Context: an optimization exercise on an open-source flow, tuned for small area, a short achievable clock period and few clock cycles per item. The choices shown serve that exercise and are no tape-out recipe.
The RTL was checked by simulation tests, not by an equivalence proof against the original design.
No activity file was given, so power comes from the tool's default toggle rates.

**flow/config.mk**
```make
export PLATFORM = sky130hd
export DESIGN_NAME = li_ram
export DESIGN_NICKNAME = li_ram
export VERILOG_FILES = /design/flow/design.v
export SDC_FILE = /design/flow/constraint.sdc
export NUM_CORES = 4
export LEC_CHECK = 0
export CAP_MARGIN = 20
export CORE_MARGIN = 2
export CORE_UTILIZATION = 40
export CTS_CLUSTER_DIAMETER = 100
export CTS_CLUSTER_SIZE = 30
export SETUP_SLACK_MARGIN = 1.5
export SLEW_MARGIN = 20
```
**flow/constraint.sdc**
```tcl
create_clock -name core_clock -period 3.7 [get_ports {clk}]
set_input_delay 0.7400 -clock core_clock [delete_from_list [all_inputs] [get_ports {clk}]]
set_output_delay 0.7400 -clock core_clock [all_outputs]
set_load 0.01 [all_outputs]
```
**flow/design.v**
```verilog
module sc_ram #(
    parameter ADDR_WIDTH=8, 
    parameter DATA_WIDTH=16
)
(
    input logic clk,
    input logic rst,
    input logic wea,
    output logic wready,
    input logic [ADDR_WIDTH-1:0] addra,
    input logic [DATA_WIDTH-1:0] dia,
    input logic [ADDR_WIDTH-1:0] addrb,
    output logic [DATA_WIDTH-1:0] dob
);
localparam LW = 4;                     
localparam HW = ADDR_WIDTH - LW;       
localparam NP = 2**LW;                 
localparam NR = 2**HW;                 
logic [DATA_WIDTH-1:0] ring [NR-1:0][NP-1:0];
logic [LW-1:0] phase;
logic [LW-1:0] tag [NP-1:0];
logic                  wb_valid;
logic [ADDR_WIDTH-1:0] wb_addr;
logic [LW-1:0]         wb_place;       
logic [DATA_WIDTH-1:0] wb_data;
logic                  wb_commit;      
assign wready = !wb_valid;
assign wb_commit = wb_valid && (wb_place == NP-1);
always_ff @(posedge clk or posedge rst) begin
    if (rst) begin
        phase <= '0;
        for (int p = 0; p < NP; p++)
            tag[p] <= p[LW-1:0];
        wb_valid <= 1'b0;
    end else begin
        phase <= phase + 1'b1;
        for (int p = 1; p < NP; p++)
            tag[p] <= tag[p-1];
        tag[0] <= tag[NP-1];
        if (wea && wready)
            wb_valid <= 1'b1;
        else if (wb_commit)
            wb_valid <= 1'b0;
    end
end
always_ff @(posedge clk) begin
    if (wea && wready) begin
        wb_addr  <= addra;
        wb_place <= addra[LW-1:0] + phase + 1'b1;
        wb_data  <= dia;
    end else begin
        wb_place <= wb_place + 1'b1;
    end
end
always_ff @(posedge clk) begin
    for (int r = 0; r < NR; r++) begin
        for (int p = 1; p < NP; p++)
            ring[r][p] <= ring[r][p-1];
        ring[r][0] <= (wb_commit && wb_addr[ADDR_WIDTH-1:LW] == r[HW-1:0]) ? wb_data : ring[r][NP-1];
    end
end
logic [NP-1:0] rd_place;
logic          rd_fwd;
always_comb begin
    for (int p = 0; p < NP; p++)
        rd_place[p] = addrb[LW-1:0] == tag[p];
end
assign rd_fwd = wb_valid && (wb_addr == addrb);
logic [DATA_WIDTH-1:0] by_place [NP-1:0];
logic [DATA_WIDTH-1:0] rd_word;
logic [DATA_WIDTH-1:0] t1 [NP-1:0][7:0];
logic [DATA_WIDTH-1:0] t2 [NP-1:0][3:0];
logic [DATA_WIDTH-1:0] t3 [NP-1:0][1:0];
logic [HW-1:0] hi;
assign hi = addrb[ADDR_WIDTH-1:LW];
always_comb begin
    for (int p = 0; p < NP; p++) begin
        for (int k = 0; k < 8; k++) t1[p][k] = hi[0] ? ring[2*k+1][p] : ring[2*k][p];
        for (int k = 0; k < 4; k++) t2[p][k] = hi[1] ? t1[p][2*k+1] : t1[p][2*k];
        for (int k = 0; k < 2; k++) t3[p][k] = hi[2] ? t2[p][2*k+1] : t2[p][2*k];
        by_place[p] = hi[3] ? t3[p][1] : t3[p][0];
    end
    rd_word = '0;
    for (int p = 0; p < NP; p++)
        rd_word = rd_word | (by_place[p] & {DATA_WIDTH{rd_place[p]}});
end
assign dob = rd_fwd ? wb_data : rd_word;
endmodule  
module li_ram #(
    parameter ADDR_WIDTH=8,
    parameter DATA_WIDTH=16
)
(
    input clk,
    input rst,
    input logic [ADDR_WIDTH-1:0] rd_req_addr_in,
    input logic                      rd_req_valid_in,
    output logic                     rd_req_ready_out,
    output logic [DATA_WIDTH-1:0] rd_resp_data_out,
    output logic                      rd_resp_valid_out,
    input logic                       rd_resp_ready_in,
    input logic [ADDR_WIDTH-1:0]  wr_addr_in,
    input logic [DATA_WIDTH-1:0]  wr_data_in,
    input logic                       wr_valid_in,
    output logic                      wr_ready_out
);
logic [DATA_WIDTH-1:0] rd_data;   
logic rd_acc;
assign rd_acc = rd_req_valid_in && rd_req_ready_out;
sc_ram #(
    .ADDR_WIDTH(ADDR_WIDTH),
    .DATA_WIDTH(DATA_WIDTH)
) li_ram_storage (
    .clk(clk),
    .rst(rst),
    .wea(wr_valid_in),
    .wready(wr_ready_out),
    .addra(wr_addr_in),
    .dia(wr_data_in),
    .addrb(rd_req_addr_in),
    .dob(rd_data)
);
logic [DATA_WIDTH-1:0] skid_data;
logic                  skid_valid;
logic                  out_free;
assign rd_req_ready_out = !skid_valid;
assign out_free = !rd_resp_valid_out || rd_resp_ready_in;
always_ff @(posedge clk or posedge rst) begin
    if (rst) begin
        rd_resp_valid_out <= 1'b0;
        skid_valid <= 1'b0;
    end else begin
        if (out_free) begin
            rd_resp_valid_out <= skid_valid || rd_acc;
            skid_valid <= 1'b0;
        end else if (rd_acc) begin
            skid_valid <= 1'b1;
        end
    end
end
always_ff @(posedge clk) begin
    if (out_free)
        rd_resp_data_out <= skid_valid ? skid_data : rd_data;
    if (!out_free && !skid_valid)
        skid_data <= rd_data;
end
endmodule  
```
**flow/run.sh**
```bash
#!/bin/bash
# synth_recipe.tcl (not shown) runs the flow's synth.tcl, then flattens the netlist and writes it again
# the make line also repeats each setting of config.mk as NAME=value (left out here)
make -C /OpenROAD-flow-scripts/flow DESIGN_CONFIG=/design/flow/config.mk WORK_HOME=/design/flow/orfs CLKGATE_MAP_FILE= SYNTH_SCRIPT=/design/flow/synth_recipe.tcl finish
```
==> results.py, run 1 <==
metrics = {
    "sta": {
        "skew_ps": 51.0,
        "fmax_mhz": 356,
        "worstMarginPinSlew_ps": 892,
        "hold_viol": 0,
        "rsz0062_at_grt": "yes",
        "maxSlewViolCount": 0,
        "fin_crit_sh_pct": 75.9,
        "finalSetupViolCount": 0,
        "max_slew_margin_pct": 40.5,
        "tns_ps": 0,
        "post-route-min-period_ps": 2810,
    },
    "finish": {
        "layout.nets": 8268,
        "syn2layout_area_growth_pct": 17.6,
        "n_fill_cell": 25800,
        "drive_gt1_share_pct": 32.8,
        "final_cells": 12400,
    },
    "synthesis": {
        "synthTopCellsByArea": "dfxtp_1 67%, mux4_2 17%, mux2_2 2.7%",
        "synth_seq_area_share_pct": 69.4,
        "yosysTopAreaCellShare_pct": 66.6,
        "yosysMostFrequentCell": "dfxtp_1",
        "syn-num-nets": 7496,
        "syn_area_per_cell_um2": 16.5,
        "ys.flop_type": "dfxtp_1",
        "synth_edf_count": 56,
        "ys_ff_latch": 4227,
        "ys_async_sr_fraction_pct": 1.68,
        "ys_warn_count": 8,
        "yosys.area.top_type": "dfxtp_1",
        "yosysUniqueCellTypes": 81,
        "syn_area_um2": 123000,
        "synth_common_cells": "4,100 x dfxtp_1, 938 x mux4_2, 330 x mux2i_1, 298 x mux2_2, 186 x nand2_1",
        "syn_inst": 7453,
    },
    "cts": {
        "clock_latency_ps": 920,
        "clk_pin_slew_worst_paths_ps": 110,
        "cts.sinks": 4227,
        "postCtsHoldBufs": 0,
        "cts_tree": "done",
        "root_buffer": "clkbuf_16",
        "cts_buffer_depth": 4,
        "cts_htree_levels": 4,
        "cts_buffers": 168,
    },
    "placed_design": {
        "port_buffers": 55,
        "gp_congestion": 0.896,
        "place_hpwl_um": 257000,
        "placed_cells": 11800,
    },
    "critical_path": {
        "r2r_setup_slack_ps": 890,
        "crit_type": "flip-flop to flip-flop",
        "r2r-end": "rd_resp_data_out[4]",
        "cp_max_fo": 2,
        "arrival_ps": 3450,
        "worstPathRequired_ps": 4340,
        "cp-end-kind": "flip-flop",
        "r2r_cells": 10,
        "critPathLaunchType": "flip-flop",
        "timing.rr.start": "li_ram_storage.ring[116][4]",
    },
    "global_route": {
        "grt_use_met3_pct": 4.58,
        "grt_max_degree": 65,
        "use_met1_pct": 32.3,
        "met2_usage_pct": 37.5,
        "overflow": 0,
        "track_usage_pct": 23.7,
        "grt_pass1_vias": 70100,
        "top_usage_layer": "met2",
        "grt_pass1_wl_um": 534000,
        "antenna_found_initial": 17,
    },
    "route": {
        "vias": 67400,
        "antenna_left": 0,
        "wl_per_cell_um": 30.9,
        "vias_per_cell": 5.45,
        "wl_um": 383000,
        "drc_errors": 0,
        "drtPass1Iterations": 5,
        "dr.first_iter.drc_count": 6712,
    },
    "pwr": {
        "leakagePower_nw": 55.2,
        "power.density_nw_per_um2": 522,
        "irDropWorstVdd_uv": 419,
    },
    "floorplanning": {
        "start_util_pct": 40.3,
        "rows": 203,
        "die_area_um2": 313000,
        "core_um2": 306000,
        "die_w_um": 559,
        "chipHeight_um": 559,
        "io_pins": 56,
    },
    "outcome": {
        "status": "timing/DRC/antenna clean",
    },
    "job": {
        "max_cap_violations": 0,
    },
    "hold_path": {
        "hold_class": "primary input to async pin",
    },
}
cells in the final DEF (no fill, tap or decap), types with 14 or more instances in the layout:
| master | count |
|---|---|
| dfxtp_1 | 4092 |
| mux4_2 | 938 |
| buf_4 | 579 |
| mux2i_1 | 316 |
| mux2_2 | 234 |
| buf_12 | 202 |
| clkbuf_16 | 184 |
| nand2_1 | 174 |
| o22ai_1 | 112 |
| a22oi_1 | 97 |
| buf_6 | 93 |
| nor2_1 | 90 |
| nor3_1 | 76 |
| a21oi_1 | 71 |
| xnor2_1 | 67 |
| mux2_4 | 66 |
| buf_16 | 59 |
| edfxtp_1 | 56 |
| o21ai_0 | 39 |
| dfrtp_1 | 37 |
| nand4_1 | 32 |
| dfstp_2 | 32 |
| clkbuf_1 | 31 |
| buf_8 | 29 |
| clkdlybuf4s50_1 | 28 |
| nand3_1 | 25 |
| nor3_2 | 24 |
| o22ai_2 | 18 |
| a31oi_1 | 17 |
| a221oi_1 | 17 |
| and3_1 | 16 |
| o31ai_1 | 16 |
| bufbuf_16 | 16 |
| nor2_4 | 15 |
| o221ai_1 | 14 |
| o32ai_1 | 14 |
| mux2i_2 | 14 |
per-stage QoR:
stage | hold WS (ps) | utilization [%] | total power, W | worst slack, ps | instance area [um^2]
6_report | 61.4 | 47.3 | 0.0757 | 891 | 145000
5_1_grt | 63.0 | 47.3 | 0.0778 | 822 | 145000
4_1_cts | 20.6 | 46.6 | 0.0756 | 952 | 143000
3_5_place_dp | 332 | 43.7 | 0.0535 | -450 | 134000
3_3_place_gp | 330 | 43.7 | 0.0535 | -537 | 134000
2_1_floorplan | 326 | - | 0.0512 | 488 | 124000
flip-flops by register name, indices dropped and copies added, names as in the netlist:
name and cells:
rd_resp_data_out 16, skid_data 16, li_ram_storage.wb_addr 8, li_ram_storage.wb_place 4, li_ram_storage.phase 4, li_ram_storage.tag 64
li_ram_storage.ring 4096, li_ram_storage.wb_data 16, li_ram_storage.wb_valid 1, skid_valid 1, rd_resp_valid_out 1
per-layer routing:
layer / share of wire, % / wire [um] / vias to the layer above
li1: - / - / 28800
met1: 42 / 161000 / 35300
met2: 46 / 175000 / 2817
met3: 7.9 / 30200 / 580
met4: 4.2 / 16000 / 10
met5: 0.065 / 250 / -
critical path: stages (launching register included):
cell     delay [ps]
dfxtp_2         350
mux4_2          460
mux2i_2         210
buf_4           180
o32ai_2          90
o21ai_2         210
buf_4           150
nand2_1          50
or4_4           550
nor4_4          190
o31ai_1         110
how the worst max path moves through the flow:
stage	startpoint	cells past startpoint	end
after floorplan	rd_req_addr_in[6]	9	rd_resp_data_out[12]
after global placement	rd_req_addr_in[4]	10	rd_resp_data_out[3]
after detailed placement	rd_req_addr_in[4]	10	rd_resp_data_out[3]
after CTS	li_ram_storage.ring[36][4]	10	rd_resp_data_out[4]
after global routing	li_ram_storage.ring[36][4]	10	rd_resp_data_out[4]
final	li_ram_storage.ring[116][4]	10	rd_resp_data_out[4]
layout make-up:
cell class / count / area (um^2) / share of cell area (%)
sequential: 4227 / 85600 / 59.1
multi-input combinational: 2783 / 36800 / 25.4
timing repair buffer: 1034 / 12700 / 8.76
tap: 4100 / 5130 / 3.54
clock buffer: 205 / 4450 / 3.07
clock inverter: 7 / 95.1 / 0.0656
inverter: 11 / 86.3 / 0.0596
antenna: 6 / 15.0 / 0.0104
logic make-up after synthesis:
family	after synthesis	synth area share (%)
AOI/OAI and AO/OA	538	2.97
xor gates and xnor gates	79	0.562
adders and majority gates	6	0.0670
buffers and inverters	443	2.07
DFF	4227	69.4
muxes	1568	22.6
and+or+nand+nor	592	2.31
power by group:
part | leakage (nW) | internal, W | switching [W]
logic | 18.5 | 0.00256 | 0.00264
clock network | 2.22 | 0.00865 | 0.0136
registers | 34.4 | 0.0471 | 0.00108
total | 55.2 | 0.0583 | 0.0174
repair_timing:
item                                    in CTS  in global routing
resized for setup                          464                250
cloned                                      33                 12
pin swaps                                   77                 63
endpoints found under the hold margin        0                  0
endpoints found under the setup margin     295                203
setup buffers                              185                 82
Testbench counts, summed over its fixed seeds: cycles 24,008, reads 20,000.
==> run 2: changes to the inputs <==
--- a/flow/config.mk
+++ b/flow/config.mk
@@ -9,3 +9,3 @@
 export CORE_MARGIN = 2
-export CORE_UTILIZATION = 40
+export CORE_UTILIZATION = 30
 export CTS_CLUSTER_DIAMETER = 100
==> run 2 against run 1 <==
Compared with the run above:
- register-to-register slack gained 80 ps
- highest routed layer unchanged
- global-route usage shrank 6.1 points
- utilization shrank 12 points
- flip-flop and latch count is the same
- worst setup slack gained 38 ps
- largest power group unchanged
- area after synthesis is the same
- sequential share of layout area is essentially flat
- die area grew 33%
- cell count grew 10%
- first-iteration DRC count shrank 4.2%
==> results.py, run 2 <==
metrics = {
    "synthesis": {
        "synth_top_family_by_area": "multiplexers",
        "syn-num-nets": 7496,
        "ys_async_sr_fraction_pct": 1.68,
        "ys.flop_type": "dfxtp_1",
        "synth_edf_count": 56,
        "ys_ff_latch": 4227,
        "synth_common_cells": "4,100 x dfxtp_1, 938 x mux4_2, 330 x mux2i_1, 298 x mux2_2, 186 x nand2_1",
        "synthTopCellsByArea": "dfxtp_1 67%, mux4_2 17%, mux2_2 2.7%",
        "syn_inst": 7453,
        "synth_fa_ha_area_share_pct": 0.0670,
        "yosysTopAreaCellShare_pct": 66.6,
        "yosysMostFrequentCell": "dfxtp_1",
        "syn_area_um2": 123000,
        "yosysUniqueCellTypes": 81,
        "synth_seq_area_share_pct": 69.4,
        "syn_area_per_cell_um2": 16.5,
        "synthMuxAreaShare_pct": 22.6,
        "ys_warn_count": 8,
        "synth-compound-area-share_pct": 2.97,
        "yosys.area.top_type": "dfxtp_1",
        "yosys.area_share.xor_xnor_pct": 0.562,
        "synthSimpleGateAreaFrac_pct": 2.31,
    },
    "cts": {
        "cts_buffers": 166,
        "root_buffer": "clkbuf_16",
        "clk_pin_slew_worst_paths_ps": 120,
        "cts_buffer_depth": 4,
        "cts.sinks": 4227,
        "postCtsHoldBufs": 0,
        "clock_latency_ps": 900,
        "cts_tree": "done",
        "cts_htree_levels": 4,
    },
    "placed_design": {
        "gp_congestion": 0.885,
        "port_buffers": 55,
        "place_hpwl_um": 265000,
        "place_area_um2": 136000,
    },
    "route": {
        "vias_per_cell": 4.88,
        "antenna_left": 0,
        "drtPass1Iterations": 6,
        "wl_per_cell_um": 27.9,
        "vias": 66500,
        "drc_errors": 0,
        "wl_um": 380000,
        "dr.first_iter.drc_count": 6431,
    },
    "outcome": {
        "status": "timing/DRC/antenna clean",
    },
    "global_route": {
        "track_usage_pct": 17.6,
        "grt_pass1_wl_um": 531000,
        "grt_max_degree": 47,
        "overflow": 0,
        "grt_pass1_vias": 69900,
        "antenna_found_initial": 17,
    },
    "pwr": {
        "power.density_nw_per_um2": 523,
        "leakagePower_nw": 54.4,
        "irDropWorstVdd_uv": 325,
    },
    "finish": {
        "largest_reg_flops": 4096,
        "final_area_um2": 145000,
        "syn2layout_area_growth_pct": 17.5,
        "regMostFlops": "li_ram_storage.ring",
        "reg.largest.list": "li_ram_storage.ring x4096, li_ram_storage.tag x64",
        "layout.nets": 8163,
        "drive_gt1_share_pct": 31.0,
        "final_cell_mix": "4,098 x dfxtp_1, 938 x mux4_2, 566 x buf_4",
        "layout_commonest_cell": "dfxtp_1",
    },
    "critical_path": {
        "worstPathRequired_ps": 4360,
        "crit_type": "primary input to flip-flop",
        "critPathLaunchType": "primary input",
        "cp_max_fo": 17,
        "cp-end-kind": "flip-flop",
        "arrival_ps": 3430,
    },
    "sta": {
        "fmax_mhz": 361,
        "worstMarginPinSlew_ps": 889,
        "hold_ws_ps": 240,
        "hold_viol": 0,
        "maxSlewViolCount": 0,
        "fin_crit_sh_pct": 74.9,
        "finalSetupViolCount": 0,
        "max_slew_margin_pct": 40.7,
        "post-route-min-period_ps": 2770,
        "skew_ps": 47.6,
        "rsz0062_at_grt": "yes",
    },
    "floorplanning": {
        "start_util_pct": 30.1,
        "die_w_um": 645,
        "die_area_um2": 416000,
        "core_um2": 409000,
        "io_pins": 56,
        "chipHeight_um": 645,
        "rows": 235,
    },
    "hold_path": {
        "hold_class": "primary input to async pin",
    },
    "job": {
        "max_cap_violations": 0,
    },
}
-- run 2: cell counts after synthesis --
No cell type changed its count.
-- run 2: area by class of cell --
class                      count  area (um^2)
clock inverter                15          246
antenna                        5         12.5
clock buffer                 208         4400
fill                       38300       265000
sequential                  4227        85600
inverter                      11         77.6
timing repair buffer         931        11000
multi-input combinational   2783        36600
tap                         5451         6820
-- run 2: per-stage QoR --
step / setup TNS (ps) / setup WS (ps) / total power (W) / util [%] / cells
3_3_place_gp: -2790 / -302 / 0.0536 / 33.2 / 13200
2_1_floorplan: 0 / 488 / 0.0512 / - / 7453
4_1_cts: 0 / 978 / 0.0757 / 34.8 / 13500
3_5_place_dp: -2550 / -290 / 0.0536 / 33.2 / 13200
6_report: 0 / 928 / 0.0757 / 35.4 / 13600
5_1_grt: 0 / 879 / 0.0778 / 35.4 / 13600
-- run 2: cells by family after synthesis --
logic type,count (synthesis)
xor+xnor,79
fa+ha+maj,6
buf+inv,443
simple gates,592
mux,1568
flops,4227
compound gates,538
-- run 2: final timing paths --
kind / from / end / slack [ps] / cells past startpoint
hold reg to reg: li_ram_storage.ring[237][12] / li_ram_storage.ring[236][12] / 320 / 0
setup / recovery: rd_req_addr_in[3] / rd_resp_data_out[2] / 930 / 13
hold / removal: rst / li_ram_storage.phase[0] / 240 / 2
max in group asynchronous: rst / li_ram_storage.tag[7][2] / 2720 / 3
setup reg to reg: li_ram_storage.wb_addr[7] / rd_resp_data_out[2] / 970 / 11
min in group core_clock: li_ram_storage.ring[237][12] / li_ram_storage.ring[236][12] / 320 / 0
-- run 2: critical path: stages --
cell and delay [ps]:
clkdlybuf4s50_1 510, buf_12 190, xor2_1 200, nor3_1 70
nand4_1 190, buf_12 210, buf_12 140, buf_12 110
o21ai_4 50, or4_4 440, nor3_4 160, a21oi_2 90
mux2_4 260
-- run 2: metal layers --
metal | global-route usage (%) | wire length, um | part of all wire [%] | vias to the layer above
li1 | - | - | - | 28500
met1 | 23.6 | 161000 | 42 | 34800
met2 | 28.8 | 177000 | 47 | 2592
met3 | 3.26 | 27600 | 7.3 | 578
met4 | 5.55 | 14400 | 3.8 | 6
met5 | 0 | 43 | 0.011 | -
-- run 2: power breakdown --
part,switching (W),internal [W],total (W)
combinational,0.00254,0.00238,0.00492
clock,0.0139,0.00862,0.0225
sequential,0.00108,0.0471,0.0482
total,0.0175,0.0582,0.0757
-- run 2: repair_timing --
| action | CTS | global route |
|---|---|---|
| gates cloned | 14 | 17 |
| setup buffers | 71 | 66 |
| endpoints found under the setup margin | 305 | 239 |
| resized for setup | 261 | 293 |
| pin swaps | 26 | 49 |
==> run 3: changes to the inputs <==
--- a/flow/design.v
+++ b/flow/design.v
@@ -26,3 +26,2 @@
 logic                  wb_commit;      
-assign wready = !wb_valid;
 assign wb_commit = wb_valid && (wb_place == NP-1);
@@ -34,2 +33,3 @@
         wb_valid <= 1'b0;
+        wready <= 1'b1;
     end else begin
@@ -39,6 +39,9 @@
         tag[0] <= tag[NP-1];
-        if (wea && wready)
+        if (wea && wready) begin
             wb_valid <= 1'b1;
-        else if (wb_commit)
+            wready <= 1'b0;
+        end else if (wb_commit) begin
             wb_valid <= 1'b0;
+            wready <= 1'b1;
+        end
     end
@@ -125,3 +128,2 @@
 logic                  out_free;
-assign rd_req_ready_out = !skid_valid;
 assign out_free = !rd_resp_valid_out || rd_resp_ready_in;
@@ -131,2 +133,3 @@
         skid_valid <= 1'b0;
+        rd_req_ready_out <= 1'b1;
     end else begin
@@ -135,4 +138,6 @@
             skid_valid <= 1'b0;
+            rd_req_ready_out <= 1'b1;
         end else if (rd_acc) begin
             skid_valid <= 1'b1;
+            rd_req_ready_out <= 1'b0;
         end
--- a/flow/config.mk
+++ b/flow/config.mk
@@ -10,3 +10,3 @@
 export CORE_UTILIZATION = 30
-export CTS_CLUSTER_DIAMETER = 100
+export CTS_CLUSTER_DIAMETER = 80
 export CTS_CLUSTER_SIZE = 30
==> run 3 against run 2 <==
Compared with the run above:
- clock-buffer cell count increased by 7
- non-clock buffer count increased by 53
- clock power increased by 5%
- global-route usage increased by 0.69 points
- routed wire length increased by 4.4%
- critical path type is now flip-flop to flip-flop
- largest cell class unchanged
- still clean
- critical path depth decreased by 6
- worst setup slack improved by 71 ps
- critical endpoint is now rd_resp_data_out[13]
- cell area increased by 2.5%
- highest routed layer unchanged
==> results.py, run 3 <==
metrics = {
    "synthesis": {
        "synth_seq_area_share_pct": 69.0,
        "ys.flop_type": "dfxtp_1",
        "ys_warn_count": 8,
        "synth_common_cells": "4,100 x dfxtp_1, 811 x mux4_2, 517 x mux2i_1, 367 x mux2_2, 198 x nand2_1",
        "yosysTopAreaCellShare_pct": 66.2,
        "syn-num-nets": 7816,
        "yosysUniqueCellTypes": 75,
        "yosysMostFrequentCell": "dfxtp_1",
        "syn_area_um2": 124000,
        "ys_async_sr_fraction_pct": 1.73,
        "syn_inst": 7773,
        "syn_area_per_cell_um2": 16.0,
        "ys_ff_latch": 4229,
        "yosys.area.top_type": "dfxtp_1",
        "synth_edf_count": 56,
        "synthTopCellsByArea": "dfxtp_1 66%, mux4_2 15%, mux2i_1 4.2%",
    },
    "floorplanning": {
        "die_w_um": 647,
        "rows": 236,
        "start_util_pct": 30.1,
        "chipHeight_um": 647,
        "io_pins": 56,
        "core_um2": 413000,
        "die_area_um2": 419000,
    },
    "finish": {
        "regMostFlops": "li_ram_storage.ring",
        "largest_reg_flops": 4096,
        "layout_commonest_cell": "dfxtp_1",
        "final_cell_mix": "4,096 x dfxtp_1, 813 x mux4_2, 538 x buf_4",
        "drive_gt1_share_pct": 31.5,
        "layout.nets": 8520,
        "syn2layout_area_growth_pct": 19.6,
        "reg.largest.list": "li_ram_storage.ring x4096, li_ram_storage.tag x64",
    },
    "critical_path": {
        "r2r_setup_slack_ps": 1000,
        "arrival_ps": 3370,
        "cp-end-kind": "flip-flop",
        "cpPeakStageDelay_ps": 560,
        "r2r-end": "rd_resp_data_out[13]",
        "worstPathCellList": "mux4_2 > mux2_4 > a222oi_1 > mux2i_1 > or4_4 > nor4_4 > o31ai_1",
        "crit_type": "flip-flop to flip-flop",
        "cp_slowest_cell": "or4_4",
        "path_depth": 7,
        "cp-endpoint": "rd_resp_data_out[13]",
        "critPathLaunchType": "flip-flop",
        "crit_family": "multiplexers",
        "cp_max_fo": 2,
        "r2r_cells": 7,
        "timing.rr.start": "li_ram_storage.ring[10][13]",
        "worstPathRequired_ps": 4370,
        "crit_buf_inv": 0,
        "startpoint": "li_ram_storage.ring[10][13]",
    },
    "pwr": {
        "irDropWorstVdd_uv": 390,
        "power.density_nw_per_um2": 508,
        "leakagePower_nw": 56.3,
        "p_total_w": 0.0753,
    },
    "placed_design": {
        "pre_cts_ws_ps": -151,
        "gp_congestion": 0.904,
        "port_buffers": 55,
        "place_hpwl_um": 272000,
    },
    "cts": {
        "cts_tree": "done",
        "root_buffer": "clkbuf_16",
        "clock_latency_ps": 940,
        "cts.sinks": 4229,
        "clk_pin_slew_worst_paths_ps": 110,
        "cts_buffer_depth": 4,
        "cts_htree_levels": 4,
        "cts_buffers": 176,
    },
    "global_route": {
        "antenna_found_initial": 26,
        "track_usage_pct": 18.3,
        "grt_max_degree": 74,
        "grt_pass1_vias": 72100,
        "grt_pass1_wl_um": 551000,
        "overflow": 0,
    },
    "outcome": {
        "status": "timing/DRC/antenna clean",
    },
    "route": {
        "vias_per_cell": 4.95,
        "antenna_left": 0,
        "drtPass1Iterations": 6,
        "wl_per_cell_um": 28.3,
        "drc_errors": 0,
        "wl_um": 397000,
        "dr.first_iter.drc_count": 7203,
        "vias": 69500,
    },
    "sta": {
        "maxSlewViolCount": 0,
        "rsz0062_at_grt": "yes",
        "fin_crit_sh_pct": 73.0,
        "finalSetupViolCount": 0,
        "post-route-min-period_ps": 2700,
        "skew_ps": 73.1,
        "max_slew_margin_pct": 39.9,
        "hold_viol": 0,
        "fmax_mhz": 370,
        "worstMarginPinSlew_ps": 902,
        "fin_ws_ps": 1000,
    },
    "job": {
        "max_cap_violations": 0,
    },
    "hold_path": {
        "hold_class": "primary input to async pin",
    },
}
-- run 3: per-stage QoR --
stage	util, %	TNS [ps]	area [um^2]	hold WS [ps]	cells
3_5_place_dp	32.9	-893	136000	331	13400
5_1_grt	36.0	0	148000	255	14000
6_report	36.0	0	148000	224	14000
3_3_place_gp	32.9	-1740	136000	328	13400
4_1_cts	35.3	0	146000	237	13900
2_1_floorplan	-	0	125000	323	7773
-- run 3: repair_timing --
action,4_1_cts,5_1_grt
cloned,27,11
hold buffers,0,0
setup buffers,199,111
pin swaps,115,97
endpoints found under the setup margin,307,264
gates resized for setup,512,318
-- run 3: final cells by class --
class,instances,area (um^2)
clock buffer,215,4680
multi-input combinational,3074,38400
fill,38300,264000
timing repair buffer,984,12200
clock inverter,33,520
tap,5474,6850
antenna,11,27.5
sequential,4229,85600
inverter,12,80.1
-- run 3: logic make-up (layout without fill, tap and decap cells) --
group                      after synthesis  in the layout  share of synthesized area [%]
muxes                                 1700           1700                           22.3
adders and majority gates                6              6                         0.0666
other                                    0             11                              0
AOI/OAI and AO/OA                      559            559                           3.18
and+or+nand+nor                        730            730                           2.88
buffers and inverters                  470           1244                           1.97
xor gates and xnor gates                79             79                          0.558
DFF                                   4229           4229                           69.0
-- run 3: power breakdown --
| group | internal, W | total [W] | leakage (nW) | switching [W] |
|---|---|---|---|---|
| clock | 0.00953 | 0.0237 | 2.53 | 0.0142 |
| sequential | 0.0464 | 0.0470 | 34.4 | 0.000586 |
| combinational | 0.00211 | 0.00461 | 19.3 | 0.00249 |
| total | 0.0581 | 0.0753 | 56.3 | 0.0173 |
-- run 3: how the worst min path moves through the flow --
stage                                    to  slack [ps]  depth (start not counted)
6_report            li_ram_storage.phase[2]         220                          3
5_1_grt             li_ram_storage.phase[0]         250                          3
3_5_place_dp    li_ram_storage.ring[164][0]         330                          0
2_1_floorplan  li_ram_storage.ring[199][13]         320                          0
4_1_cts             li_ram_storage.phase[1]         240                          3
3_3_place_gp   li_ram_storage.ring[199][12]         330                          0
-- run 3: routing by layer --
layer,routed length [um],GRT usage (%),up-vias
li1,-,-,29700
met2,181000,29.1,2879
met3,32100,3.49,721
met4,18600,7.65,10
met1,165000,24.3,36200
met5,62,0,-
-- run 3: tightest hold or removal path: cells and delay by family --
kind	cells	cell delay, ps
buffers and inverters	3	830
Testbench counts of run 3, summed over its fixed seeds: cycles 24,008, reads 20,000.
==> run 4: changes to the inputs <==
==> flow/flow/run.sh (new file) <==
#!/bin/bash
# The standard layout (the standard.sh: standard synthesis, then ORFS to
# finish), except that the port buffers are plain buf_4 cells instead of the
# delay cell ORFS picks by default. Every port still gets its own buffer.
set -e
export BUFFER_PORTS_ARGS="-buffer_cell sky130_fd_sc_hd__buf_4"
bash standard.sh > standard_flow.log 2>&1
==> flow/standard.sh (new file) <==
#!/bin/bash
# synth_recipe.tcl (not shown) runs the flow's synth.tcl, then flattens the netlist and writes it again
# the make line also repeats each setting of config.mk as NAME=value (left out here)
make -C /OpenROAD-flow-scripts/flow DESIGN_CONFIG=/design/flow/config.mk WORK_HOME=/design/flow/orfs CLKGATE_MAP_FILE= SYNTH_SCRIPT=/design/flow/synth_recipe.tcl "${@:-finish}"
removed: flow/run.sh
==> run 4 against run 3 <==
Compared with the run above:
- first-iteration DRC count increased by 1.2%
- sequential share of layout area rose by 0.23 points
- utilization down 0.14 points
- die area unchanged
- non-clock buffer count is 20 higher
- clock-buffer cell count shrank 2
- maximum frequency decreased by 2.7%
- total power rose by 0.48%
- still clean
- synthesized cell count unchanged
- cell area fell by 0.39%
- highest routed layer unchanged
- clock skew fell by 6.8 ps
==> results.py, run 4 <==
metrics = {
    "critical_path": {
        "worstPathRequired_ps": 4320,
        "arrival_ps": 3390,
        "cpPeakStageDelay_ps": 470,
        "crit_type": "primary input to flip-flop",
        "cp-end-kind": "flip-flop",
        "cpMostUsedCell": "buf_16",
        "critPathLaunchType": "primary input",
        "cp_slowest_cell": "mux4_2",
        "r2r_setup_slack_ps": 970,
        "worstPathCellList": "buf_16 > buf_12 > buf_16 > buf_12 > buf_16 > buf_16 > buf_8 > buf_6 > buf_6 > mux4_2 > mux2i_1 > nor3_1 > nor3_1 > nand4_1 > nor3_4 > o31ai_2",
        "cp_max_fo": 6,
    },
    "placed_design": {
        "gp_congestion": 0.890,
        "port_buffers": 55,
        "place_hpwl_um": 269000,
        "place_area_um2": 136000,
        "placed_cells": 13500,
        "pre_cts_ws_ps": -371,
    },
    "route": {
        "antenna_left": 0,
        "wl_per_cell_um": 27.9,
        "wl_um": 393000,
        "dr.first_iter.drc_count": 7293,
        "drtPass1Iterations": 5,
        "vias_per_cell": 4.93,
        "drc_errors": 0,
        "vias": 69400,
    },
    "finish": {
        "largest_reg_flops": 4096,
        "layout.nets": 8540,
        "final_cell_mix": "4,097 x dfxtp_1, 815 x mux4_2, 604 x buf_4",
        "regMostFlops": "li_ram_storage.ring",
        "final_cells": 14100,
        "layout_commonest_cell": "dfxtp_1",
        "n_fill_cell": 38300,
        "final_area_um2": 148000,
        "finish.utilization_pct": 35.8,
        "reg.largest.list": "li_ram_storage.ring x4096, li_ram_storage.tag x64",
        "syn2layout_area_growth_pct": 19.2,
        "drive_gt1_share_pct": 31.5,
    },
    "synthesis": {
        "yosys.area_share.xor_xnor_pct": 0.558,
        "synth_top_family_by_area": "multiplexers",
        "yosysTopAreaCellShare_pct": 66.2,
        "yosysUniqueCellTypes": 75,
        "synth_seq_area_share_pct": 69.0,
        "synth_fa_ha_area_share_pct": 0.0666,
        "ys.flop_type": "dfxtp_1",
        "synth-compound-area-share_pct": 3.18,
        "synth_common_cells": "4,100 x dfxtp_1, 811 x mux4_2, 517 x mux2i_1, 367 x mux2_2, 198 x nand2_1",
        "synth_edf_count": 56,
        "ys_ff_latch": 4229,
        "yosysMostFrequentCell": "dfxtp_1",
        "syn-num-nets": 7816,
        "yosys.area.top_type": "dfxtp_1",
        "syn_area_um2": 124000,
        "synthTopCellsByArea": "dfxtp_1 66%, mux4_2 15%, mux2i_1 4.2%",
        "syn_inst": 7773,
        "synthSimpleGateAreaFrac_pct": 2.88,
        "ys_async_sr_fraction_pct": 1.73,
        "synthMuxAreaShare_pct": 22.3,
        "ys_warn_count": 8,
        "syn_area_per_cell_um2": 16.0,
    },
    "global_route": {
        "overflow": 0,
        "antenna_found_initial": 38,
        "grt_max_degree": 47,
        "track_usage_pct": 18.0,
        "grt_pass1_wl_um": 543000,
        "grt_pass1_vias": 71200,
    },
    "floorplanning": {
        "start_util_pct": 30.1,
        "io_pins": 56,
        "core_um2": 413000,
        "die_area_um2": 419000,
        "rows": 236,
        "die_w_um": 647,
        "chipHeight_um": 647,
    },
    "sta": {
        "max_slew_margin_pct": 42.6,
        "hold_ws_ps": 46.8,
        "skew_ps": 66.3,
        "maxSlewViolCount": 0,
        "fin_ws_ps": 924,
        "finalSetupViolCount": 0,
        "rsz0062_at_grt": "yes",
        "post-route-min-period_ps": 2780,
        "fmax_mhz": 360,
        "fin_crit_sh_pct": 75.0,
        "worstMarginPinSlew_ps": 861,
        "hold_viol": 0,
    },
    "outcome": {
        "status": "timing/DRC/antenna clean",
    },
    "cts": {
        "cts.sinks": 4229,
        "cts_tree": "done",
        "clock_latency_ps": 930,
        "clk_pin_slew_worst_paths_ps": 100,
        "cts_htree_levels": 4,
        "cts_buffers": 176,
        "cts_buffer_depth": 4,
        "root_buffer": "clkbuf_16",
    },
    "pwr": {
        "power.share.combinational_pct": 6.0,
        "clockPowerShare_pct": 31.9,
        "intPower_w": 0.0582,
        "switching_share_pct": 23.1,
        "seq_power_share_pct": 62.1,
        "p_switching_w": 0.0175,
        "irDropWorstVdd_uv": 375,
        "power.density_nw_per_um2": 512,
        "leakagePower_nw": 56.2,
    },
    "job": {
        "max_cap_violations": 0,
    },
    "hold_path": {
        "hold_class": "primary input to flip-flop",
    },
}
-- run 4: power groups by stage --
stage	combinational (W)	clock, W	sequential, W
floorplan	0.00220	0	0.0477
global placement	0.00381	0	0.0480
detailed placement	0.00383	0	0.0480
CTS	0.00420	0.0244	0.0470
global route	0.00467	0.0260	0.0471
finish	0.00453	0.0241	0.0470
-- run 4: what timing repair did --
item,CTS,global route
resized for setup,308,256
pin swaps,59,106
buffers inserted,132,149
cloned,19,16
hold buffers,20,0
setup endpoints to repair,307,159
endpoints found under the hold margin,27,0
-- run 4: kinds of logic after synthesis --
family / after synthesis
AOI/OAI and AO/OA: 559
xor gates and xnor gates: 79
adders and majority gates: 6
buffers and inverters: 470
DFF: 4229
muxes: 1700
and+or+nand+nor: 730
-- run 4: through the flow --
stage	power, W	setup TNS (ps)
after floorplan	0.0499	0
after global placement	0.0518	-4870
after detailed placement	0.0519	-4880
after CTS	0.0756	0
after global routing	0.0778	0
final	0.0757	0
-- run 4: worst max-delay path: cells and delay by family --
kind | cells | cell delay, ps
AND/OR/NAND/NOR | 4 | 710
AO/OA/AOI/OAI | 1 | 90
buffers and inverters | 9 | 1140
multiplexers | 2 | 630
-- run 4: worst paths after layout --
kind / startpoint / endpoint / depth (start not counted)
setup / recovery: rd_req_addr_in[5] / rd_resp_data_out[6] / 16
hold / removal: wr_data_in[7] / li_ram_storage.wb_data[7] / 1
setup reg to reg: li_ram_storage.ring[141][13] / rd_resp_data_out[13] / 7
hold reg to reg: li_ram_storage.ring[200][0] / li_ram_storage.ring[199][0] / 0
max in group asynchronous: rst / li_ram_storage.tag[1][0] / 4
min in group asynchronous: rst / li_ram_storage.tag[4][1] / 3
-- run 4: layout make-up --
type | count | area, um^2 | area share, %
antenna | 13 | 32.5 | 0.0220
inverter | 12 | 90.1 | 0.0609
multi-input combinational | 3074 | 37700 | 25.5
clock inverter | 53 | 728 | 0.493
sequential | 4229 | 85600 | 57.9
timing repair buffer | 1004 | 12000 | 8.15
tap | 5474 | 6850 | 4.63
clock buffer | 213 | 4700 | 3.18
-- run 4: layer usage --
metal	routed length, um	track usage, %	vias up
met1	167000	24.6	36100
met5	58	0	-
met4	15800	6.27	8
met2	178000	28.6	2932
li1	-	-	29800
met3	32400	3.41	604
==> run 5: changes to the inputs <==
--- a/flow/design.v
+++ b/flow/design.v
@@ -85,7 +85,21 @@
     end
-    rd_word = '0;
-    for (int p = 0; p < NP; p++)
-        rd_word = rd_word | (by_place[p] & {DATA_WIDTH{rd_place[p]}});
 end
+genvar gb, gp;
+generate
+    for (gb = 0; gb < DATA_WIDTH; gb++) begin : g_out
+        logic [NP-1:0] col;
+        for (gp = 0; gp < NP; gp++) begin : g_place
+            assign col[gp] = by_place[gp][gb];
+        end
+        sel_or16 u_sel (.sel(rd_place), .d(col), .y(rd_word[gb]));
+    end
+endgenerate
 assign dob = rd_fwd ? wb_data : rd_word;
+endmodule  
+module sel_or16 (
+    input  logic [15:0] sel,
+    input  logic [15:0] d,
+    output logic        y
+);
+assign y = |(sel & d);
 endmodule  
--- a/flow/config.mk
+++ b/flow/config.mk
@@ -14 +14,3 @@
 export SLEW_MARGIN = 20
+export SYNTH_HIERARCHICAL = 1
+export SYNTH_MINIMUM_KEEP_SIZE = 0
==> run 5 against run 4 <==
Compared with the run above:
- maximum frequency shrank 3.9%
- clock skew shrank 13 ps
- routed wire length shrank 20%
- flip-flop and latch count is the same
- largest power group unchanged
- first-iteration DRC count shrank 34%
- die area shrank 1.8%
- critical path type unchanged
- still clean on timing, DRC and antenna
==> results.py, run 5 <==
metrics = {
    "floorplanning": {
        "io_pins": 56,
        "start_util_pct": 30.1,
        "core_um2": 405000,
        "die_area_um2": 411000,
        "die_w_um": 641,
        "chipHeight_um": 641,
        "rows": 234,
    },
    "global_route": {
        "grt_use_met3_pct": 2.52,
        "antenna_found_initial": 6,
        "overflow": 0,
        "top_usage_layer": "met2",
        "track_usage_pct": 14.8,
        "use_met1_pct": 20.0,
        "grt_max_degree": 79,
        "grt_pass1_wl_um": 455000,
        "grt_pass1_vias": 65300,
        "met2_usage_pct": 24.2,
    },
    "critical_path": {
        "r2r_cells": 10,
        "worstPathRequired_ps": 4350,
        "timing.rr.start": "li_ram_storage.ring[194][4]",
        "r2r_setup_slack_ps": 970,
        "crit_type": "primary input to flip-flop",
        "r2r-end": "rd_resp_data_out[4]",
        "arrival_ps": 3540,
        "cp_max_fo": 6,
        "cp-end-kind": "flip-flop",
        "critPathLaunchType": "primary input",
    },
    "synthesis": {
        "yosys.area.top_type": "dfxtp_1",
        "syn_area_um2": 122000,
        "yosysTopAreaCellShare_pct": 67.3,
        "synth_seq_area_share_pct": 70.3,
        "syn_inst": 7045,
        "ys_warn_count": 14,
        "synth_edf_count": 56,
        "synth_common_cells": "4,100 x dfxtp_1, 1,024 x mux4_2, 460 x a22oi_1, 280 x mux2_2, 238 x nand2_1",
        "yosysMostFrequentCell": "dfxtp_1",
        "syn-num-nets": 7088,
        "ys_ff_latch": 4229,
        "ys.flop_type": "dfxtp_1",
        "ys_async_sr_fraction_pct": 1.73,
        "synthTopCellsByArea": "dfxtp_1 67%, mux4_2 19%, a22oi_1 2.8%",
        "yosysUniqueCellTypes": 46,
        "syn_area_per_cell_um2": 17.3,
    },
    "sta": {
        "fmax_mhz": 346,
        "maxSlewViolCount": 0,
        "skew_ps": 53.0,
        "tns_ps": 0,
        "max_slew_margin_pct": 32.9,
        "hold_ws_ps": 64.4,
        "worstMarginPinSlew_ps": 1010,
        "fin_crit_sh_pct": 78.1,
        "finalSetupViolCount": 0,
        "hold_viol": 0,
        "rsz0062_at_grt": "yes",
        "post-route-min-period_ps": 2890,
    },
    "finish": {
        "final_area_um2": 141000,
        "syn2layout_area_growth_pct": 15.9,
        "largest_reg_flops": 4096,
        "layout_commonest_cell": "dfxtp_1",
        "layout.nets": 7544,
        "final_cells": 13000,
        "final_cell_mix": "4,098 x dfxtp_1, 1,024 x mux4_2, 397 x buf_4",
        "reg.largest.list": "li_ram_storage.ring x4096, li_ram_storage.tag x64",
        "regMostFlops": "li_ram_storage.ring",
        "drive_gt1_share_pct": 32.8,
    },
    "placed_design": {
        "place_hpwl_um": 201000,
        "gp_congestion": 0.816,
        "place_area_um2": 132000,
        "port_buffers": 55,
        "placed_cells": 12600,
    },
    "pwr": {
        "p_total_w": 0.0731,
        "leakagePower_nw": 52.9,
        "irDropWorstVdd_uv": 407,
        "power.density_nw_per_um2": 518,
    },
    "hold_path": {
        "hold_class": "primary input to flip-flop",
        "hold_path.startpoint": "wr_data_in[7]",
        "whs_path_depth": 1,
        "min_to": "li_ram_storage.wb_data[7]",
    },
    "cts": {
        "cts.sinks": 4229,
        "clk_pin_slew_worst_paths_ps": 120,
        "cts_htree_levels": 4,
        "root_buffer": "clkbuf_16",
        "cts_buffers": 173,
        "cts_buffer_depth": 4,
        "cts_tree": "done",
        "clock_latency_ps": 900,
    },
    "route": {
        "antenna_left": 0,
        "drtPass1Iterations": 5,
        "wl_per_cell_um": 24.2,
        "vias_per_cell": 4.67,
        "vias": 60600,
        "drc_errors": 0,
        "wl_um": 314000,
        "dr.first_iter.drc_count": 4798,
    },
    "outcome": {
        "status": "timing/DRC/antenna clean",
    },
    "job": {
        "max_cap_violations": 0,
    },
}
run 5: cell types whose count changed after synthesis, sizes merged, moves of 41 or more:
cell,delta
o22ai,-133
mux2,-79
buf,-80
a22o,+63
mux4,+208
nand3,-41
nor3,-160
nand2,+41
mux2i,-489
nor2,-112
xor2,+60
xnor2,-61
a22oi,+314
a221oi,+43
run 5: logic make-up (layout without fill, tap and decap cells):
group           Yosys count  after routing  share of synthesized area [%]
xor+xnor                 78             78                          0.561
mux                    1340           1340                           21.8
buf+inv                 400            907                           1.57
flops                  4229           4229                           70.3
other cells               0             12                              0
compound gates          647            647                           4.38
fa+ha+maj                 6              6                         0.0678
simple gates            345            345                           1.32
run 5: critical path, stage by stage:
cell	delay (ps)
buf_16	140
clkbuf_16	230
buf_4	140
clkbuf_16	140
mux4_2	510
a22oi_1	320
nand2_1	110
a22o_1	210
a221oi_2	260
nand4_1	140
mux2_4	290
mux2_2	260
run 5: worst max path at each step:
| stage | start | endpoint | slack (ps) | cells after the start |
|---|---|---|---|---|
| after floorplan | rd_req_addr_in[4] | rd_resp_data_out[10] | 440 | 12 |
| after global placement | rd_req_addr_in[4] | rd_resp_data_out[9] | -290 | 11 |
| after detailed placement | rd_req_addr_in[4] | rd_resp_data_out[6] | -250 | 11 |
| after CTS | rd_req_addr_in[4] | rd_resp_data_out[11] | 940 | 12 |
| after global routing | rd_req_addr_in[4] | rd_resp_data_out[1] | 800 | 13 |
| final | rd_req_addr_in[4] | rd_resp_data_out[3] | 810 | 12 |
run 5: Yosys stat by module (local to each module, per instance), a selection:
module,times used,cells inside,cell area (um^2),flip-flops and latches
li_ram,1,61,1320,35
sel_or16,16,9,101,0
run 5: per-stage QoR:
stage               worst slack [ps]  utilization, %
finish                           811            34.9
detailed placement              -246            32.7
global placement                -295            32.7
global route                     796            34.9
CTS                              935            34.4
floorplan                        445               -
run 5: power by group:
part / internal (W) / total [W] / switching [W]
logic: 0.00164 / 0.00347 / 0.00183
registers: 0.0464 / 0.0469 / 0.000526
clock network: 0.00907 / 0.0228 / 0.0137
total: 0.0571 / 0.0731 / 0.0160
run 5: layout make-up:
type                       count  area (um^2)
antenna                       12         30.0
clock buffer                 206         4580
clock inverter                20          273
fill                       38000       264000
inverter                       8         33.8
multi-input combinational   2416        35700
sequential                  4229        85600
tap                         5428         6790
timing repair buffer         673         8250
run 5: repair_timing:
action,in CTS,in global routing
setup endpoints to repair,281,96
resized for setup,179,171
hold buffers,13,0
cloned,10,20
endpoints found under the hold margin,15,0
setup buffers,82,70
pin swaps,19,61
run 5: layer usage:
layer	part of all wire, %	vias to the layer above
li1	-	26900
met4	3.5	0
met5	0	-
met1	44	31700
met2	47	1606
met3	6.0	404
Testbench counts of run 5, summed over its fixed seeds: cycles 24,008, reads 20,000.
==> run 6: changes to the inputs <==
==> flow/run.sh (new file) <==
#!/bin/bash
# synth_recipe.tcl (not shown) runs the flow's synth.tcl, then flattens the netlist and writes it again
# the make line also repeats each setting of config.mk as NAME=value (left out here)
make -C /OpenROAD-flow-scripts/flow DESIGN_CONFIG=/design/flow/config.mk WORK_HOME=/design/flow/orfs CLKGATE_MAP_FILE= SYNTH_SCRIPT=/design/flow/synth_recipe.tcl finish
removed: flow/flow/run.sh
removed: flow/standard.sh
==> run 6 against run 5 <==
Compared with the run above:
- critical path depth is 1 higher
- cell count is 0.52% higher
- sequential share of layout area is 0.41 points lower
- largest cell class unchanged
- still clean
- highest routed layer unchanged
==> results.py, run 6 <==
metrics = {
    "cts": {
        "cts_buffer_depth": 4,
        "postCtsHoldBufs": 0,
        "clock_latency_ps": 910,
        "cts_tree": "done",
        "cts.sinks": 4229,
        "cts_buffers": 170,
        "root_buffer": "clkbuf_16",
        "clk_pin_slew_worst_paths_ps": 120,
        "cts_htree_levels": 4,
    },
    "global_route": {
        "grt_max_degree": 62,
        "grt_pass1_vias": 65200,
        "overflow": 0,
        "grt_pass1_wl_um": 458000,
        "track_usage_pct": 15.0,
        "antenna_found_initial": 9,
    },
    "outcome": {
        "status": "timing/DRC/antenna clean",
    },
    "pwr": {
        "p_total_w": 0.0732,
        "leakagePower_nw": 53.4,
        "irDropWorstVdd_uv": 355,
        "power.density_nw_per_um2": 515,
    },
    "critical_path": {
        "crit_buf_inv": 5,
        "timing.rr.start": "li_ram_storage.tag[8][3]",
        "worstPathRequired_ps": 4350,
        "cp-end-kind": "flip-flop",
        "cp_max_fo": 5,
        "crit_family": "multiplexers",
        "startpoint": "rd_req_addr_in[4]",
        "worstPathCellList": "buf_16 > buf_12 > buf_12 > buf_16 > buf_16 > mux4_2 > a22oi_2 > nand2_1 > a22o_1 > a221oi_2 > nand4_1 > mux2_4 > mux2_2",
        "cp_slowest_cell": "mux4_2",
        "crit_type": "primary input to flip-flop",
        "r2r_setup_slack_ps": 940,
        "r2r-end": "rd_resp_data_out[6]",
        "r2r_cells": 8,
        "critPathLaunchType": "primary input",
        "cp-endpoint": "rd_resp_data_out[2]",
        "path_depth": 13,
        "arrival_ps": 3520,
        "cpPeakStageDelay_ps": 500,
        "cpMostUsedCell": "buf_16",
    },
    "route": {
        "drc_errors": 0,
        "wl_um": 316000,
        "wl_per_cell_um": 24.2,
        "vias": 60700,
        "vias_per_cell": 4.65,
        "dr.first_iter.drc_count": 4815,
        "antenna_left": 0,
        "drtPass1Iterations": 6,
    },
    "sta": {
        "skew_ps": 43.2,
        "tns_ps": 0,
        "post-route-min-period_ps": 2880,
        "max_slew_margin_pct": 26.9,
        "rsz0062_at_grt": "yes",
        "finalSetupViolCount": 0,
        "fin_crit_sh_pct": 77.8,
        "hold_ws_ps": 105,
        "worstMarginPinSlew_ps": 1090,
        "fmax_mhz": 348,
        "maxSlewViolCount": 0,
        "hold_viol": 0,
    },
    "floorplanning": {
        "die_w_um": 641,
        "chipHeight_um": 641,
        "core_um2": 405000,
        "rows": 234,
        "start_util_pct": 30.1,
        "die_area_um2": 411000,
        "io_pins": 56,
    },
    "finish": {
        "regMostFlops": "li_ram_storage.ring",
        "layout.nets": 7607,
        "finish.utilization_pct": 35.1,
        "drive_gt1_share_pct": 33.4,
        "final_area_um2": 142000,
        "syn2layout_area_growth_pct": 16.7,
        "largest_reg_flops": 4096,
        "final_cell_mix": "4,096 x dfxtp_1, 1,024 x mux4_2, 421 x buf_4",
        "n_fill_cell": 37900,
        "reg.largest.list": "li_ram_storage.ring x4096, li_ram_storage.tag x64",
        "layout_commonest_cell": "dfxtp_1",
    },
    "job": {
        "max_cap_violations": 0,
    },
    "hold_path": {
        "hold_class": "primary input to async pin",
    },
    "synthesis": {
        "yosysMostFrequentCell": "dfxtp_1",
        "syn_inst": 7045,
        "syn_area_um2": 122000,
        "synthTopCellsByArea": "dfxtp_1 67%, mux4_2 19%, a22oi_1 2.8%",
        "ys_ff_latch": 4229,
        "syn-num-nets": 7088,
        "ys_async_sr_fraction_pct": 1.73,
        "ys_warn_count": 14,
        "yosysTopAreaCellShare_pct": 67.3,
        "synth_edf_count": 56,
        "yosys.area.top_type": "dfxtp_1",
        "ys.flop_type": "dfxtp_1",
        "synth_common_cells": "4,100 x dfxtp_1, 1,024 x mux4_2, 460 x a22oi_1, 280 x mux2_2, 238 x nand2_1",
        "synth_seq_area_share_pct": 70.3,
        "syn_area_per_cell_um2": 17.3,
        "yosysUniqueCellTypes": 46,
    },
    "placed_design": {
        "port_buffers": 55,
        "place_area_um2": 133000,
        "gp_congestion": 0.820,
        "place_hpwl_um": 209000,
    },
}
==> run 6: layer usage <==
layer	vias to the layer above	global-route usage, %	share of wire, %
li1	27100	-	-
met1	31800	19.9	43
met2	1477	25.0	48
met3	392	2.45	5.3
met4	0	4.46	3.4
met5	-	0	0
==> run 6: worst reg2reg max path: cells and delay by family (launching register included) <==
family / cells / cell delay [ps]
muxes: 2 / 610
DFF: 1 / 560
buffers and inverters: 2 / 470
and+or+nand+nor: 2 / 350
AOI/OAI and AO/OA: 1 / 300
xor gates and xnor gates: 1 / 240
==> run 6: worst min path at each step <==
stage                                 startpoint                           end  slack [ps]  cells after the start
global placement      li_ram_storage.ring[24][0]    li_ram_storage.ring[23][0]         330                      0
floorplan            li_ram_storage.ring[145][0]   li_ram_storage.ring[144][0]         330                      0
CTS                                          rst                    skid_valid          60                      2
detailed placement  li_ram_storage.ring[216][14]  li_ram_storage.ring[215][14]         330                      0
global route                                 rst                    skid_valid         100                      2
finish                                       rst                    skid_valid         100                      2
==> run 6: Yosys stat by module (local to each module, per instance), excerpt <==
module | area [um^2] | flip-flops and latches
li_ram | 1320 | 35
sel_or16 | 101 | 0
==> run 6: through the flow <==
stage | setup WS, ps | cells
floorplan | 445 | 7045
global placement | -319 | 12600
detailed placement | -304 | 12600
CTS | 909 | 13000
global route | 809 | 13100
finish | 823 | 13100
==> run 6: cell families (layout without fill, tap and decap cells) <==
| kind of cell | count (synthesis) | in the layout | share of synthesized area (%) |
|---|---|---|---|
| flip-flops | 4229 | 4229 | 70.3 |
| multiplexers | 1340 | 1340 | 21.8 |
| AO/OA/AOI/OAI | 647 | 647 | 4.38 |
| buffers and inverters | 400 | 976 | 1.57 |
| AND/OR/NAND/NOR | 345 | 345 | 1.32 |
| XOR/XNOR | 78 | 78 | 0.561 |
| adder cells (fa/ha/maj) | 6 | 6 | 0.0678 |
| other | 0 | 10 | 0 |
==> run 6: final cells by class <==
cell class                 instances  area, um^2  share of cell area (%)
clock inverter                    17         273                   0.192
clock buffer                     212        4570                    3.21
antenna                           10        25.0                  0.0176
tap                             5428        6790                    4.78
inverter                           8        33.8                  0.0238
timing repair buffer             739        9190                    6.46
multi-input combinational       2416       35700                    25.1
sequential                      4229       85600                    60.2
==> run 6: what timing repair did <==
item | in CTS | in global routing
setup endpoints to repair | 267 | 86
gates cloned | 27 | 15
resized for setup | 348 | 100
setup buffers | 108 | 58
pin swaps | 60 | 35
==> run 6: where the power goes <==
group          leakage (nW)  total (W)  internal (W)  switching, W
logic                  16.6    0.00356       0.00173       0.00183
clock network          2.35     0.0228       0.00916        0.0136
registers              34.5     0.0469        0.0464      0.000521
total                  53.4     0.0732        0.0573        0.0160
==> run 7: changes to the inputs <==
--- a/flow/design.v
+++ b/flow/design.v
@@ -12,3 +12,5 @@
     input logic [ADDR_WIDTH-1:0] addrb,
-    output logic [DATA_WIDTH-1:0] dob
+    output logic [DATA_WIDTH-1:0] dob_ring,    
+    output logic                  dob_fwd,     
+    output logic [DATA_WIDTH-1:0] dob_buf      
 );
@@ -96,3 +98,5 @@
 endgenerate
-assign dob = rd_fwd ? wb_data : rd_word;
+assign dob_ring = rd_word;
+assign dob_fwd = rd_fwd;
+assign dob_buf = wb_data;
 endmodule  
@@ -123,3 +127,5 @@
 );
-logic [DATA_WIDTH-1:0] rd_data;   
+logic [DATA_WIDTH-1:0] rd_ring;   
+logic                  rd_fwd;    
+logic [DATA_WIDTH-1:0] rd_buf;    
 logic rd_acc;
@@ -137,3 +143,5 @@
     .addrb(rd_req_addr_in),
-    .dob(rd_data)
+    .dob_ring(rd_ring),
+    .dob_fwd(rd_fwd),
+    .dob_buf(rd_buf)
 );
@@ -159,7 +167,13 @@
 end
+logic [DATA_WIDTH-1:0] alt_data;
+logic                  use_alt;
+logic [DATA_WIDTH-1:0] new_data;
+assign alt_data = skid_valid ? skid_data : rd_buf;
+assign use_alt  = skid_valid || rd_fwd;
+assign new_data = use_alt ? alt_data : rd_ring;
 always_ff @(posedge clk) begin
     if (out_free)
-        rd_resp_data_out <= skid_valid ? skid_data : rd_data;
+        rd_resp_data_out <= new_data;
     if (!out_free && !skid_valid)
-        skid_data <= rd_data;
+        skid_data <= new_data;
 end
==> run 7 against run 6 <==
Compared with the run above:
- worst hold slack lost 4.1 ps
- synthesized cell count increased by 1.6%
- first-iteration DRC count increased by 20%
- routed wire length up 11%
- via count up 4.7%
- utilization grew 0.48 points
- critical path depth is 12 lower
- largest cell class unchanged
==> results.py, run 7 <==
metrics = {
    "global_route": {
        "track_usage_pct": 16.8,
        "antenna_found_initial": 17,
        "grt_pass1_vias": 67200,
        "overflow": 0,
        "grt_max_degree": 72,
        "grt_pass1_wl_um": 499000,
    },
    "pwr": {
        "power.density_nw_per_um2": 518,
        "irDropWorstVdd_uv": 396,
        "power.share.combinational_pct": 5.7,
        "leakagePower_nw": 53.9,
        "p_total_w": 0.0743,
        "p_switching_w": 0.0167,
        "switching_share_pct": 22.5,
        "clockPowerShare_pct": 31.0,
        "intPower_w": 0.0575,
        "seq_power_share_pct": 63.3,
    },
    "cts": {
        "cts_tree": "done",
        "clock_latency_ps": 880,
        "root_buffer": "clkbuf_16",
        "cts_htree_levels": 4,
        "clk_pin_slew_worst_paths_ps": 110,
        "cts_buffers": 167,
        "cts_buffer_depth": 3,
        "postCtsHoldBufs": 0,
        "cts.sinks": 4229,
    },
    "outcome": {
        "status": "timing/DRC/antenna clean",
    },
    "synthesis": {
        "synth_top_family_by_area": "multiplexers",
        "yosysUniqueCellTypes": 50,
        "synth_common_cells": "4,100 x dfxtp_1, 984 x mux4_2, 364 x a22oi_1, 248 x nand2_1, 246 x mux2_2",
        "synthMuxAreaShare_pct": 21.4,
        "ys.flop_type": "dfxtp_1",
        "synth-compound-area-share_pct": 4.36,
        "yosys.area.top_type": "dfxtp_1",
        "syn-num-nets": 7200,
        "synth_edf_count": 56,
        "synth_fa_ha_area_share_pct": 0.0679,
        "yosys.area_share.xor_xnor_pct": 0.562,
        "synthTopCellsByArea": "dfxtp_1 68%, mux4_2 18%, mux2_2 2.3%",
        "synthSimpleGateAreaFrac_pct": 1.63,
        "synth_seq_area_share_pct": 70.5,
        "ys_warn_count": 14,
        "syn_inst": 7157,
        "syn_area_per_cell_um2": 17.0,
        "ys_ff_latch": 4229,
        "yosysTopAreaCellShare_pct": 67.5,
        "syn_area_um2": 122000,
        "ys_async_sr_fraction_pct": 1.73,
        "yosysMostFrequentCell": "dfxtp_1",
    },
    "floorplanning": {
        "chipHeight_um": 641,
        "die_w_um": 641,
        "core_um2": 403000,
        "io_pins": 56,
        "rows": 233,
        "start_util_pct": 30.1,
        "die_area_um2": 410000,
    },
    "finish": {
        "syn2layout_area_growth_pct": 18.0,
        "final_area_um2": 143000,
        "reg.largest.list": "li_ram_storage.ring x4096, li_ram_storage.tag x64",
        "final_cells": 13100,
        "largest_reg_flops": 4096,
        "drive_gt1_share_pct": 33.1,
        "regMostFlops": "li_ram_storage.ring",
        "finish.utilization_pct": 35.6,
        "layout_commonest_cell": "dfxtp_1",
        "layout.nets": 7691,
        "final_cell_mix": "4,095 x dfxtp_1, 984 x mux4_2, 329 x buf_4",
    },
    "route": {
        "vias_per_cell": 4.84,
        "drtPass1Iterations": 6,
        "dr.first_iter.drc_count": 5794,
        "drc_errors": 0,
        "vias": 63600,
        "antenna_left": 0,
        "wl_um": 351000,
        "wl_per_cell_um": 26.7,
    },
    "sta": {
        "fin_ws_ps": 1010,
        "fin_crit_sh_pct": 72.8,
        "worstMarginPinSlew_ps": 969,
        "skew_ps": 34.3,
        "hold_viol": 0,
        "post-route-min-period_ps": 2690,
        "finalSetupViolCount": 0,
        "fmax_mhz": 371,
        "maxSlewViolCount": 0,
        "rsz0062_at_grt": "yes",
        "max_slew_margin_pct": 35.4,
    },
    "critical_path": {
        "worstPathCellList": "buf_6",
        "r2r_cells": 9,
        "r2r_setup_slack_ps": 1230,
        "r2r-end": "rd_resp_data_out[5]",
        "critPathLaunchType": "flip-flop",
        "crit_type": "flip-flop to primary output",
        "worstPathRequired_ps": 2960,
        "crit_buf_inv": 1,
        "cp_max_fo": 1,
        "cp-end-kind": "primary output",
        "cp_slowest_cell": "edfxtp_1",
        "cpPeakStageDelay_ps": 840,
        "crit_family": "flip-flops",
        "path_depth": 1,
        "arrival_ps": 1950,
        "timing.rr.start": "li_ram_storage.ring[173][5]",
    },
    "placed_design": {
        "gp_congestion": 0.850,
        "place_area_um2": 132000,
        "pre_cts_ws_ps": -97.8,
        "port_buffers": 55,
        "place_hpwl_um": 224000,
        "placed_cells": 12600,
    },
    "job": {
        "max_cap_violations": 0,
    },
    "hold_path": {
        "hold_class": "primary input to async pin",
    },
}
-- run 7: cell families after synthesis --
family | Yosys count
AOI/OAI and AO/OA | 663
xor gates and xnor gates | 78
adders and majority gates | 6
buffers and inverters | 405
DFF | 4229
muxes | 1338
and+or+nand+nor | 438
-- run 7: timing repair --
item | in CTS | in global routing
buffers inserted | 176 | 53
gates resized for setup | 501 | 172
cloned | 38 | 11
setup endpoints to repair | 295 | 121
pin swaps | 88 | 81
-- run 7: power by group through the flow --
stage / clock [W] / combinational [W] / sequential (W)
final: 0.0230 / 0.00421 / 0.0470
after global routing: 0.0249 / 0.00435 / 0.0471
after CTS: 0.0233 / 0.00405 / 0.0470
after detailed placement: 0 / 0.00342 / 0.0480
after global placement: 0 / 0.00340 / 0.0480
after floorplan: 0 / 0.00197 / 0.0477
-- run 7: per-stage QoR --
step,setup TNS (ps),hold slack (ps)
after floorplan,0,326
after global placement,-667,328
after detailed placement,-780,331
after CTS,0,33.7
after global routing,0,68.1
final,0,100
-- run 7: layer usage --
| layer | vias to the layer above | share of wire (%) | global-route usage (%) |
|---|---|---|---|
| met2 | 2293 | 47 | 27.5 |
| met3 | 522 | 6.8 | 2.50 |
| li1 | 27300 | - | - |
| met1 | 33500 | 42 | 22.5 |
| met4 | 8 | 3.6 | 5.87 |
| met5 | - | 0.017 | 0 |
-- run 7: layout make-up --
class                   instances  area (um^2)
diodes                          8         20.0
clock buffers                 208         4460
clock inverters                41          547
fillers                     37400       260000
inverters                       9         37.5
multi-input cells            2523        36100
flip-flops and latches       4229        85600
well taps                    5405         6760
repair buffers                718         9920
-- run 7: worst max-delay path by stage --
stage,end,slack [ps],from
2_1_floorplan,rd_resp_data_out[4],790,rd_req_addr_in[4]
3_3_place_gp,skid_data[8],-150,rd_req_addr_in[7]
6_report,rd_resp_data_out[8],1010,rd_resp_data_out[8]
5_1_grt,rd_resp_data_out[11],970,rd_resp_data_out[11]
4_1_cts,rd_resp_data_out[8],980,rd_resp_data_out[8]
3_5_place_dp,skid_data[15],-100,rd_req_addr_in[1]
-- run 7: modules after synthesis (local to each module, per instance), excerpt --
module | cells | area [um^2] | flops+latches
li_ram | 96 | 1430 | 35
sel_or16 | 9 | 101 | 0
Testbench counts of run 7, summed over its fixed seeds: cycles 24,008, reads 20,000.

separate check: timing with driven ports:
How much do the figures lean on ideal ports? The routed layouts below were timed once more, with nothing changed but the port constraints. Step 1, drivers: a clkbuf_16 drives clk and a buf_2 each remaining input, both assumed. Step 2 moves the port delays by t, midway between the first and last clock arrival at a register: inputs arrive t later, outputs are due t later. That takes back most of the time a late clock gives input paths. a / b / c = ideal ports / drivers / drivers and shift; a / b = the first two.
| run | t, ns | setup WS [ns] | hold slack, ns | slew at the worst register clock pin (ns) | worst data-port slew with drivers (ns) |
|---|---|---|---|---|---|
| run 1 | 1.000 | 0.891 / 0.891 / -0.104 | 0.061 / -0.027 / 0.323 | 0.12 / 0.12 | 0.19 |
| run 2 | 0.991 | 0.928 / 0.824 / -0.168 | 0.240 / 0.159 / 0.315 | 0.12 / 0.12 | 0.33 |
| run 3 | 0.984 | 1.000 / 0.947 / -0.036 | 0.224 / 0.152 / 0.288 | 0.12 / 0.12 | 0.24 |
| run 4 | 0.994 | 0.924 / 0.898 / -0.096 | 0.047 / -0.003 / 0.314 | 0.12 / 0.12 | 0.36 |
| run 5 | 0.976 | 0.811 / 0.671 / -0.305 | 0.064 / -0.006 / 0.326 | 0.12 / 0.12 | 0.25 |
| run 6 | 0.989 | 0.823 / 0.644 / -0.346 | 0.105 / 0.029 / 0.316 | 0.12 / 0.12 | 0.31 |
| run 7 | 0.970 | 1.006 / 0.740 / -0.229 | 0.100 / 0.024 / 0.328 | 0.12 / 0.12 | 0.56 |
Met with ideal ports but missed after step 2: setup timing in every run listed. For run 7, which loses most, drivers alone change the setup slack by -0.266 ns; drivers and shift together by -1.235 ns.
